This design comes from an exercise in tuning for small area on the open sky130 flow, not from production work. Function was checked by simulation only, so behaviour that the tests miss may differ from the original. The clock cells of this run come from the design's own scripts or RTL, not from TritonCTS. No driver is modelled on the clock port, so clock power and skew are understated where the tree is cut down; a real chip needs a root buffer or a tree. Power and IR drop assume default switching activity.

**flow/design.v**
```verilog
`timescale 1ns / 1ps
module Motor_Controller(
    input  wire       clk,
    input  wire       reset,         
    input  wire [3:0] cmd_nibble,
    output wire       motor_in1,
    output wire       motor_in2,
    output wire       motor_in3,
    output wire       motor_in4,
    output reg        motor_pwm_a,
    output reg        motor_pwm_b,
    output wire [8:0] ramp_o,        
    output wire [4:0] div_o,         
    output wire       wrap_o
);
    reg       rev;
    reg [4:0] div_cnt;
    reg [8:0] ramp;
    wire [1:0] speed = cmd_nibble[3:2];
    wire [1:0] steer = cmd_nibble[1:0];
    wire lt400 = (ramp < 9'd400);
    wire lt510 = ~(&ramp[8:1]);
    wire run   = (speed == 2'b01) ? lt400 : (speed[1] & lt510);
    wire div_wrap = div_cnt[4] & div_cnt[3];    
    always @(posedge clk) begin
        if (reset) begin
            div_cnt <= 5'd0;
            ramp    <= 9'd0;
        end else begin
            div_cnt <= div_wrap ? 5'd0 : div_cnt + 5'd1;
            if (div_wrap) ramp <= ramp + 9'd1;
        end
    end
    always @(posedge clk) begin
        rev         <= &speed;
        motor_pwm_a <= run & (steer != 2'b10);
        motor_pwm_b <= run & (steer != 2'b01);
    end
    assign ramp_o = ramp;
    assign div_o  = div_cnt;
    assign wrap_o = div_wrap & (&ramp);
    assign motor_in1 = ~rev;
    assign motor_in2 = rev;
    assign motor_in3 = ~rev;
    assign motor_in4 = rev;
endmodule
`timescale 1ns/1ps
module top_artyz7_nrf24_rx_singlefile (
    input  wire clk_125mhz,
    input  wire reset_btn,      
    output wire nrf_mosi,
    input  wire nrf_miso,
    output wire nrf_sck,
    output wire nrf_csn,
    output wire nrf_ce,
    output reg  [3:0] led,
    output wire       motor_in1,
    output wire       motor_in2,
    output wire       motor_in3,
    output wire       motor_in4,
    output wire       motor_pwm_a,
    output wire       motor_pwm_b
);
    localparam [3:0] P_STARTUP  = 4'd11;
    localparam [3:0] P_EN_AA    = 4'd6;
    localparam [3:0] P_EN_RXA   = 4'd12;
    localparam [3:0] P_SETUP_AW = 4'd9;
    localparam [3:0] P_RF_CH    = 4'd3;
    localparam [3:0] P_RF_SETUP = 4'd7;
    localparam [3:0] P_RX_ADDR0 = 4'd15;
    localparam [3:0] P_RX_PW0   = 4'd14;
    localparam [3:0] P_CONFIG   = 4'd13;
    localparam [3:0] P_FLUSH    = 4'd10;
    localparam [3:0] P_CLEAR    = 4'd4;
    localparam [3:0] P_PWRUP    = 4'd8;
    localparam [3:0] P_RUN      = 4'd0;
    localparam [3:0] P_STATUS   = 4'd1;
    localparam [3:0] P_PAYLOAD  = 4'd2;
    localparam [3:0] P_CLEAR2   = 4'd5;    
    localparam integer N_PWRUP   = 375000;
    localparam integer N_POLL    = 125000;
    function [18:0] mr;   
        input integer n;
        integer r;
        begin
            r = n % 194;
            if (r < 14) mr = (n / 194) * 256 + r;
            else        mr = (n / 194) * 256 + ((r - 14) / 12 + 1) * 16 + (r - 14) % 12;
        end
    endfunction
    localparam [18:0] C_PWRUP   = mr(N_PWRUP);
    localparam [18:0] C_POLL    = mr(N_POLL);
    reg [3:0]  D;
    reg [3:0]  H;
    reg [10:0] B;
    reg [3:0]  ph;
    reg        mosi;
    wire [18:0] cnt = {B, H, D};
    wire [8:0]  pwm_ramp;
    wire [4:0]  pwm_div;
    wire        pwm_wrap;
    function [7:0] tx_byte;
        input [3:0] p;
        input [5:0] b;
        begin
            case (p)
                P_EN_AA:    tx_byte = (b == 0) ? 8'h21 : 8'h00;
                P_EN_RXA:   tx_byte = (b == 0) ? 8'h22 : 8'h01;
                P_SETUP_AW: tx_byte = (b == 0) ? 8'h23 : 8'h03;
                P_RF_CH:    tx_byte = (b == 0) ? 8'h25 : 8'h4C;
                P_RF_SETUP: tx_byte = (b == 0) ? 8'h26 : 8'h03;
                P_RX_ADDR0: case (b)
                                6'd0:    tx_byte = 8'h2A;
                                6'd1:    tx_byte = 8'h31;
                                6'd2:    tx_byte = 8'h4E;
                                6'd3:    tx_byte = 8'h6F;
                                6'd4:    tx_byte = 8'h64;
                                default: tx_byte = 8'h65;
                            endcase
                P_RX_PW0:   tx_byte = (b == 0) ? 8'h31 : 8'h20;
                P_CONFIG:   tx_byte = (b == 0) ? 8'h20 : 8'h0F;
                P_FLUSH:    tx_byte = 8'hE2;
                P_CLEAR,
                P_CLEAR2:   tx_byte = (b == 0) ? 8'h27 : 8'h70;
                P_PAYLOAD:  tx_byte = (b == 0) ? 8'h61 : 8'hFF;
                default:    tx_byte = 8'hFF;
            endcase
        end
    endfunction
    function [5:0] frame_len;
        input [3:0] p;
        begin
            case (p)
                P_RX_ADDR0: frame_len = 6'd6;
                P_FLUSH:    frame_len = 6'd1;
                P_STATUS:   frame_len = 6'd1;
                P_PAYLOAD:  frame_len = 6'd33;
                default:    frame_len = 6'd2;
            endcase
        end
    endfunction
    wire in_frame = (ph != P_STARTUP) && (ph != P_PWRUP) && (ph != P_RUN);
    wire h0    = (H == 4'd0);
    wire dwrap = h0 ? (D[3] & D[2] & D[0]) : (D[3] & D[1] & D[0]);    
    wire [5:0] flen = frame_len(ph);
    wire at_len = ((B[5:0] & flen) == flen) & h0;
    wire cnt0 = (B[5:0] == 6'd0) & (H == 4'd0) & (D == 4'd0);
    assign nrf_csn = ~in_frame | cnt0 | (at_len & (D[1] | D[0]));
    wire [2:0] bsel = h0 ? 3'd7 : (3'd6 - H[3:1]);
    wire [7:0] txb  = tx_byte(ph, B[5:0]);
    wire rom_bit =
        (H[3] & ~B[0] & ~ph[1] & ~ph[3]) |
        (H[2] & H[3] & B[0] & ~ph[1] & ph[3]) |
        (~ph[1] & ~ph[2] & ~ph[3]) |
        (H[1] & H[2] & B[0] & ph[0] & ~ph[1] & ph[2] & ph[3]) |
        (H[3] & B[0] & ph[0] & ~ph[1] & ph[2] & ph[3]) |
        (H[0] & ~H[2] & ~H[3] & ~ph[0] & ~ph[2]) |
        (~H[1] & H[2] & ~B[0] & ~ph[0] & ph[1] & ph[2] & ph[3]) |
        (B[0] & ~ph[0] & ~ph[2]) |
        (~H[1] & H[2] & B[0] & ~B[1] & ~B[2] & ph[0] & ph[1] & ph[3]) |
        (H[1] & H[3] & ph[0] & ph[1] & ph[2] & ~ph[3]) |
        (H[2] & H[3] & B[0] & ph[0] & ph[1] & ph[2]) |
        (H[0] & ~H[1] & ~H[2] & B[1]) |
        (B[2] & ~ph[3]) |
        (H[1] & ~H[2] & ~H[3] & ~B[0] & ~B[1]) |
        (B[1] & ~ph[3]) |
        (H[0] & ~H[1] & ~H[2] & B[2]) |
        (H[0] & ~H[2] & ~H[3] & B[0] & ~ph[1] & ~ph[3]) |
        (H[1] & ~H[2] & ~H[3] & B[0] & ph[1] & ph[3]) |
        (H[1] & H[3] & ~ph[2] & ph[3]) |
        (~H[2] & H[3] & B[1]) |
        (H[1] & H[2] & B[1]) |
        (H[2] & H[3] & ~B[0] & ~ph[2] & ~ph[3]) |
        (~H[1] & ~H[2] & H[3] & ~B[0] & ph[0] & ~ph[3]) |
        (H[0] & ~H[1] & ~H[3] & B[0] & ~ph[1] & ~ph[3]) |
        (H[0] & ~H[1] & ~H[2] & B[0] & ~ph[2] & ~ph[3]) |
        (H[1] & ~B[0] & ~B[1] & ~B[2] & ph[0] & ph[1] & ph[3]) |
        (H[2] & H[3] & ~ph[1] & ~ph[2]) |
        (~H[0] & ph[1] & ~ph[2] & ph[3]) |
        (H[2] & H[3] & ~B[0] & ~ph[0] & ~ph[3]) |
        (H[1] & H[3] & ~B[0] & ~ph[0] & ~ph[1]) |
        (H[1] & H[2] & B[0] & ph[1] & ~ph[2]) |
        ((ph == P_PAYLOAD) & (B[5:3] != 3'd0));
    wire mosi_ld = ~nrf_csn & ((h0 & D[0]) | (H[0] & dwrap & (H != 4'd15)));
    wire init_chain = (ph == P_EN_AA) || (ph == P_EN_RXA) || (ph == P_SETUP_AW) ||
                      (ph == P_RF_CH) || (ph == P_RF_SETUP) || (ph == P_RX_ADDR0) ||
                      (ph == P_RX_PW0) || (ph == P_CONFIG) || (ph == P_FLUSH);
    wire fr_end = in_frame & at_len & (init_chain ? D[1] : D[0]);
    wire st_end = B[5] & B[4] & pwm_ramp[8] & pwm_ramp[7] & pwm_ramp[5] & pwm_ramp[3] & pwm_div[0];
    wire dl_end = (ph == P_STARTUP) ? st_end :
                  (ph == P_PWRUP)   ? ((cnt & C_PWRUP)   == C_PWRUP)   :
                  (ph == P_RUN)     ? ((cnt & C_POLL)    == C_POLL)    : 1'b0;
    wire clr = fr_end | dl_end;
    wire fb = (ph == 4'd12) | (ph == 4'd9) | (ph == 4'd3) | (ph == 4'd7) | (ph == 4'd14) | (ph == 4'd0) | (ph == 4'd2) | (ph == 4'd5);
    wire rx_shift = in_frame & dwrap & ~H[0] & (B[5:1] == 5'd0) & (B[0] | (H[3:2] == 2'd0));
    wire [3:0] nib = B[10:7];
    always @(posedge clk_125mhz) begin
        if (clr | reset_btn) begin
            D <= 4'd0; H <= 4'd0; B <= 11'd0;
        end else begin
            D <= dwrap ? 4'd0 : D + 4'd1;
            if (dwrap) H <= H + 4'd1;
            if (rx_shift)
                B[10:7] <= {B[9:7], nrf_miso};
            else if (ph == P_STARTUP ? pwm_wrap : (dwrap && H == 4'd15))
                B <= B + 11'd1;
        end
    end
    always @(posedge clk_125mhz) begin
        if (reset_btn) begin
            ph      <= P_STARTUP;
            mosi    <= 1'b0;
            led     <= 4'd0;
        end else begin
            if (mosi_ld) mosi <= rom_bit;
            if (fr_end | dl_end) begin
                if ((ph == P_STATUS && !nib[0]) || ph == P_CLEAR2)
                    ph <= P_RUN;
                else
                    ph <= {ph[2:0], fb};
            end
            if (fr_end && ph == P_PAYLOAD) led <= nib;
        end
    end
    assign nrf_sck  = H[0] & in_frame;    
    assign nrf_ce   = (ph == P_RUN) | (ph == P_STATUS) | (ph == P_PAYLOAD) | (ph == P_CLEAR2);
    assign nrf_mosi = mosi;
    Motor_Controller u_motor (
        .clk        (clk_125mhz),
        .reset      (reset_btn),
        .cmd_nibble (led),
        .motor_in1  (motor_in1),
        .motor_in2  (motor_in2),
        .motor_in3  (motor_in3),
        .motor_in4  (motor_in4),
        .motor_pwm_a(motor_pwm_a),
        .motor_pwm_b(motor_pwm_b),
        .ramp_o     (pwm_ramp),
        .div_o      (pwm_div),
        .wrap_o     (pwm_wrap)
    );
endmodule
```
**flow/flow/run.sh**
```bash
#!/bin/bash
# Own layout flow: the standard ORFS flow with these changes
#  - ABC maps the logic for area (flow/abc_area.script) instead of speed;
#    the register mapping (dfflibmap) is untouched
#  - no separate half/full adder mapping before ABC (ADDER_MAP_FILE empty):
#    ABC maps the counters with the rest of the logic
#  - ports are buffered with the smallest buffer (buf_1)
#  - the clock tree is three clkbuf_8, each driving a third of the
#    flip-flops (flow/manual_cts.tcl), instead of TritonCTS's tree
# Each tool's log is kept in orfs/logs; make's output in make.log.
set -euo pipefail
here=$(pwd)
rm -rf "$here/scripts_mod"
cp -r "$FLOW_HOME/scripts" "$here/scripts_mod"
cp "$here/flow/abc_area.script" "$here/scripts_mod/abc_speed.script"
sed -i 's|^log_cmd clock_tree_synthesis {\*}\$cts_args|source $::env(MANUAL_CTS_TCL)|' "$here/scripts_mod/cts.tcl"
grep -q MANUAL_CTS_TCL "$here/scripts_mod/cts.tcl"

export MANUAL_CTS_TCL="$here/flow/manual_cts.tcl"
export CTS_CLK_NET=clk_125mhz CTS_BUF=sky130_fd_sc_hd__clkbuf_4 CTS_K=4

# The standard flow's make line (standard.sh), with the overrides appended
mk=$(grep -m1 '^make -C' standard.sh | sed 's/ "\${@:-finish}"$//')
eval "$mk" \
  SCRIPTS_DIR="$here/scripts_mod" \
  ADDER_MAP_FILE= \
  BUFFER_PORTS_ARGS=\"-buffer_cell sky130_fd_sc_hd__buf_1\" \
  finish > "$here/make.log" 2>&1

odb=$(ls "$here"/orfs/results/*/top_artyz7_nrf24_rx_singlefile/base/6_final.odb)
: # left out here: write the final layout as DEF
```
**flow/flow/abc_area.script**
```
strash
&get -n
&deepsyn -J 300 -S 2 -T 900
&dch -f
&nf -a -R 1000
&put
topo
```
**flow/flow/manual_cts.tcl**
```tcl
# Clock tree: the clock port drives CTS_K buffers (CTS_BUF); the flip-flops
# are split by x position into CTS_K equal groups, each driven by one
# buffer placed at its group's centre.  Replaces clock_tree_synthesis in
# ORFS's cts.tcl; the rest of that step (legalisation, hold repair) runs
# as usual.
set block [ord::get_db_block]
set clk_port_net [$block findNet $::env(CTS_CLK_NET)]
set master [[ord::get_db] findMaster $::env(CTS_BUF)]
set K $::env(CTS_K)
$clk_port_net setSigType CLOCK
set its {}
foreach it [$clk_port_net getITerms] {
  lappend its [list [lindex [[$it getInst] getLocation] 0] $it]
}
set its [lsort -integer -index 0 $its]
set n [llength $its]
puts "manual CTS: $n sinks, $K x $::env(CTS_BUF)"
for {set k 0} {$k < $K} {incr k} {
  set buf [odb::dbInst_create $block $master clkbuf_m$k]
  set net [odb::dbNet_create $block clknet_m$k]
  $net setSigType CLOCK
  set sx 0; set sy 0; set m 0
  for {set i [expr {$k * $n / $K}]} {$i < [expr {($k + 1) * $n / $K}]} {incr i} {
    set it [lindex $its $i 1]
    set loc [[$it getInst] getLocation]
    incr sx [lindex $loc 0]; incr sy [lindex $loc 1]; incr m
    $it disconnect
    $it connect $net
  }
  [$buf findITerm A] connect $clk_port_net
  [$buf findITerm X] connect $net
  $buf setLocation [expr {$sx / $m}] [expr {$sy / $m}]
  $buf setPlacementStatus PLACED
}
set_propagated_clock [all_clocks]
```
**flow/standard.sh**
```bash
#!/bin/bash
# synth_recipe.tcl (not shown) runs the flow's synth.tcl, then flattens the netlist and writes it again
# the make line also repeats each setting of config.mk as NAME=value (left out here)
make -C /OpenROAD-flow-scripts/flow DESIGN_CONFIG=/design/flow/config.mk WORK_HOME=/design/flow/orfs CLKGATE_MAP_FILE= SYNTH_SCRIPT=/design/flow/synth_recipe.tcl "${@:-finish}"
```
**flow/config.mk**
```make
export PLATFORM = sky130hd
export DESIGN_NAME = top_artyz7_nrf24_rx_singlefile
export DESIGN_NICKNAME = top_artyz7_nrf24_rx_singlefile
export VERILOG_FILES = /design/flow/design.v
export SDC_FILE = /design/flow/constraint.sdc
export NUM_CORES = 4
export LEC_CHECK = 0
export CAP_MARGIN = 20
export CORE_MARGIN = 2
export CORE_UTILIZATION = 70
export SLEW_MARGIN = 20
```
**flow/constraint.sdc**
```tcl
create_clock -name core_clock -period 8.0 [get_ports {clk_125mhz}]
set_input_delay 1.6000 -clock core_clock [delete_from_list [all_inputs] [get_ports {clk_125mhz}]]
set_output_delay 1.6000 -clock core_clock [all_outputs]
set_load 0.01 [all_outputs]
```
==> results by group <==
Drt
  – DR DRC count: 0
  – 1st-iter DRT viols: 143
  – Via density: 6.269
  – Via count: 1956
  – ANT nets after route: 0
  – Routed len/inst: 14.28 um
  – Drt pass-1 iters: 6
  – WL final: 4.454 mm

GRT
  – First-pass GRT wire length: 7.631 mm
  – Grt met2 use: 45.91%
  – Gr busiest metal: met2
  – Largest net degree at the start of global routing: 21
  – Vias in the first global route: 1729
  – Total grt overflow: 0
  – Initial antenna violation count: 0
  – GR Layer Usage met1: 39.35%
  – Grt met3 use: 1.978%
  – GR Util All Layers: 27.43%

Power and ir drop
  – Pwr/cell area: 146.2 nW/um^2
  – Total power: 0.3182 mW
  – VDD IR max: 0.1877 mV
  – Leakage: 0.7759 nW

Layout
  – Area delta synth->final: 5.519%
  – Most frequent cells in the layout: dfxtp_1 (45), nor2_1 (41), a21oi_1 (24)
  – Commonest non-fill, non-tap cell in the layout: dfxtp_1
  – Nets: 286
  – Layout cell share with drive strength beyond 1: 1.423%
  – Finished Core Util: 78.27%
  – Design Area, Final: 2177 sq um
  – Diode count: 0

Clock tree
  – Post-cts resize count: 0
  – Post-CTS Hold Fix Bufs: 0
  – Post-CTS Setup Inserts: 0
  – Clock Latency Late Sink: 0.18 ns
  – Clock-pin slew on the worst setup and hold paths: 0.12 ns

Timing
  – Setup Skew: 0.01800 ns
  – Final Setup Violations: 0
  – RSZ-0062 raised after global routing: false
  – Worst slew pin tran: 0.7397 ns
  – Clock period minus worst slack: 4.160 ns
  – WHS: 0.4887 ns
  – Slew HR: 50.69%
  – Fmax: 0.2404 GHz
  – TNS Setup: 0 ns
  – Tcrit/Tclk final: 51.99%
  – Final hold vios: 0
  – Fin. max-slew vios: 0

Critical path
  – Crit start category: flip-flop
  – Reg-to-reg setup timing slack: 3.84 ns
  – Crit. End Element: flip-flop
  – CP Data Arrival Time: 4.28 ns
  – Reg2Reg Depth: 16
  – Setup Crit Path Kind: flip-flop to flip-flop
  – Critical Path Fanout Max: 9
  – Worst Path Required: 8.12 ns

Place
  – Post-DP Area: 2147 sq um
  – Placer congestion estimate: 0.8927
  – Port bufs: 16
  – Dpl hpwl: 3.303 mm

Floorplanning
  – DIE HEIGHT: 58.29 um
  – Die ar.: 3398 sq um
  – Top Ports: 17
  – Core area: 2781 sq um
  – Die extent in x: 58.29 um
  – Cell row count: 19
  – Initial Utilization: 74.18%

Yosys
  – Post-synth ARST share: 0%
  – Synth area leader: dfxtp_1
  – Seq cells post-synth: 45
  – Post-synthesis cell area: 2063 sq um
  – EDFF count, synth: 0
  – Share of the synthesized area in the top cell type: 43.66%
  – Ys Warns: 2
  – Mapped Avg Cell Area: 7.845 sq um
  – Syn_nets: 266
  – Cells after synthesis: 263
  – Synth area leaders: dfxtp_1 (44%), nor2_1 (7.5%), a21oi_1 (5.8%)
  – Seq/Total Area, Yosys: 43.66%
  – Most used DFF post-synth: dfxtp_1
  – Synth cell types: 40

Hold path
  – Worst Hold Depth: 1
  – Hold WC Path Type: flip-flop to flip-flop

Job
  – Number of max-cap violations: 0

Status
  – Run status: no timing/DRC/antenna violations
==> cell families after synthesis <==
kind of cell / after synthesis / share of synthesized area, %
compound gates: 72 / 20.98
mux: 1 / 0.5457
xor+xnor: 4 / 1.698
buf+inv: 12 / 2.547
simple gates: 129 / 30.56
flops: 45 / 43.66
==> registers in the layout (all words and copies together) (netlist names) <==
signal	cells
u_motor.div_cnt	5
D	4
u_motor.ramp	9
led	4
B	11
H	4
mosi	1
u_motor.motor_pwm_b	1
ph	4
u_motor.rev	1
u_motor.motor_pwm_a	1
==> cells in the mapped netlist (2+ instances only) <==
| library cell | count |
|---|---|
| a22oi_1 | 4 |
| nand4_1 | 3 |
| buf_4 | 2 |
| dfxtp_1 | 45 |
| nor3_1 | 23 |
| o21a_1 | 5 |
| nand2_1 | 19 |
| o22ai_1 | 2 |
| nor2b_1 | 3 |
| a21oi_1 | 24 |
| nor4_1 | 4 |
| or2_0 | 2 |
| nand2b_1 | 4 |
| nor2_1 | 41 |
| nand3_1 | 4 |
| and3_1 | 11 |
| and2_0 | 10 |
| o21ai_0 | 23 |
| clkinv_1 | 10 |
| xnor2_1 | 4 |
==> through the flow <==
stage | setup slack (ns) | cells
after floorplan | 4.536 | 263
after global placement | 4.291 | 308
after detailed placement | 3.972 | 308
after CTS | 3.914 | 312
after global routing | 3.396 | 312
final | 3.840 | 312
==> power breakdown <==
part / switching, mW / internal [mW] / total [mW] / leakage (nW)
sequential: 0.00389 / 0.226 / 0.230 / 0.364
clock: 0.0535 / 0.0240 / 0.0776 / 0.0184
combinational: 0.00613 / 0.00411 / 0.0102 / 0.394
==> critical path, stage by stage (launching register included) <==
cell      delay, ns
dfxtp_1        0.42
nor4_1         0.60
o2111a_1       0.31
and2_0         0.29
and3_1         0.24
nand2_1        0.10
o21ai_0        0.28
and2_0         0.24
and3_1         0.22
and2_0         0.25
and3_1         0.25
and3_1         0.20
nor2_1         0.07
nor2_1         0.20
o21ai_0        0.14
a21oi_1        0.16
o21a_1         0.14
==> routing by layer <==
metal,routed length (um),up-vias
met2,2091,77
met1,2003,883
li1,-,988
met4,60,0
met3,299,8
met5,0,-
==> final timing paths <==
kind | endpoint | from
worst min register to register | u_motor.div_cnt[0]$_SDFF_PP0_ | u_motor.div_cnt[0]$_SDFF_PP0_
worst max-delay path | B[10]$_SDFFE_PP0P_ | H[3]$_SDFFE_PP0P_
worst min-delay path | u_motor.div_cnt[0]$_SDFF_PP0_ | u_motor.div_cnt[0]$_SDFF_PP0_
worst max register to register | B[10]$_SDFFE_PP0P_ | H[3]$_SDFFE_PP0P_
==> final cells by class <==
class / count / area (sq um)
Inverter: 10 / 37.54
Multi-Input combinational cell: 206 / 1110
Timing Repair Buffer: 16 / 60.06
Tap cell: 31 / 38.79
Sequential cell: 45 / 900.9
Buffer: 4 / 30.03
Fill cell: 225 / 604.3

## what the ideal ports hide
In the flow no input, the clock included, has a driving cell. The finished layout below was timed again as built, in two steps.
Step 1, drivers: a clkbuf_16 drives clk_125mhz and a buf_2 each remaining input, both assumed.
Step 2 moves the port delays by t, midway between the first and last clock arrival at a register: inputs arrive t later, outputs are due t later. That takes back most of the time a late clock gives input paths.
Three values: ideal ports, drivers, drivers and shift; two values: the first two.
t (ns): 0.211
setup WS [ns]: 3.840 / 3.840 / 3.840
cell pins on the clock port's net: 4
After both steps setup and hold are still met in this run. For this run, drivers alone change the setup slack by 0.000 ns; drivers and shift together by 0.000 ns.
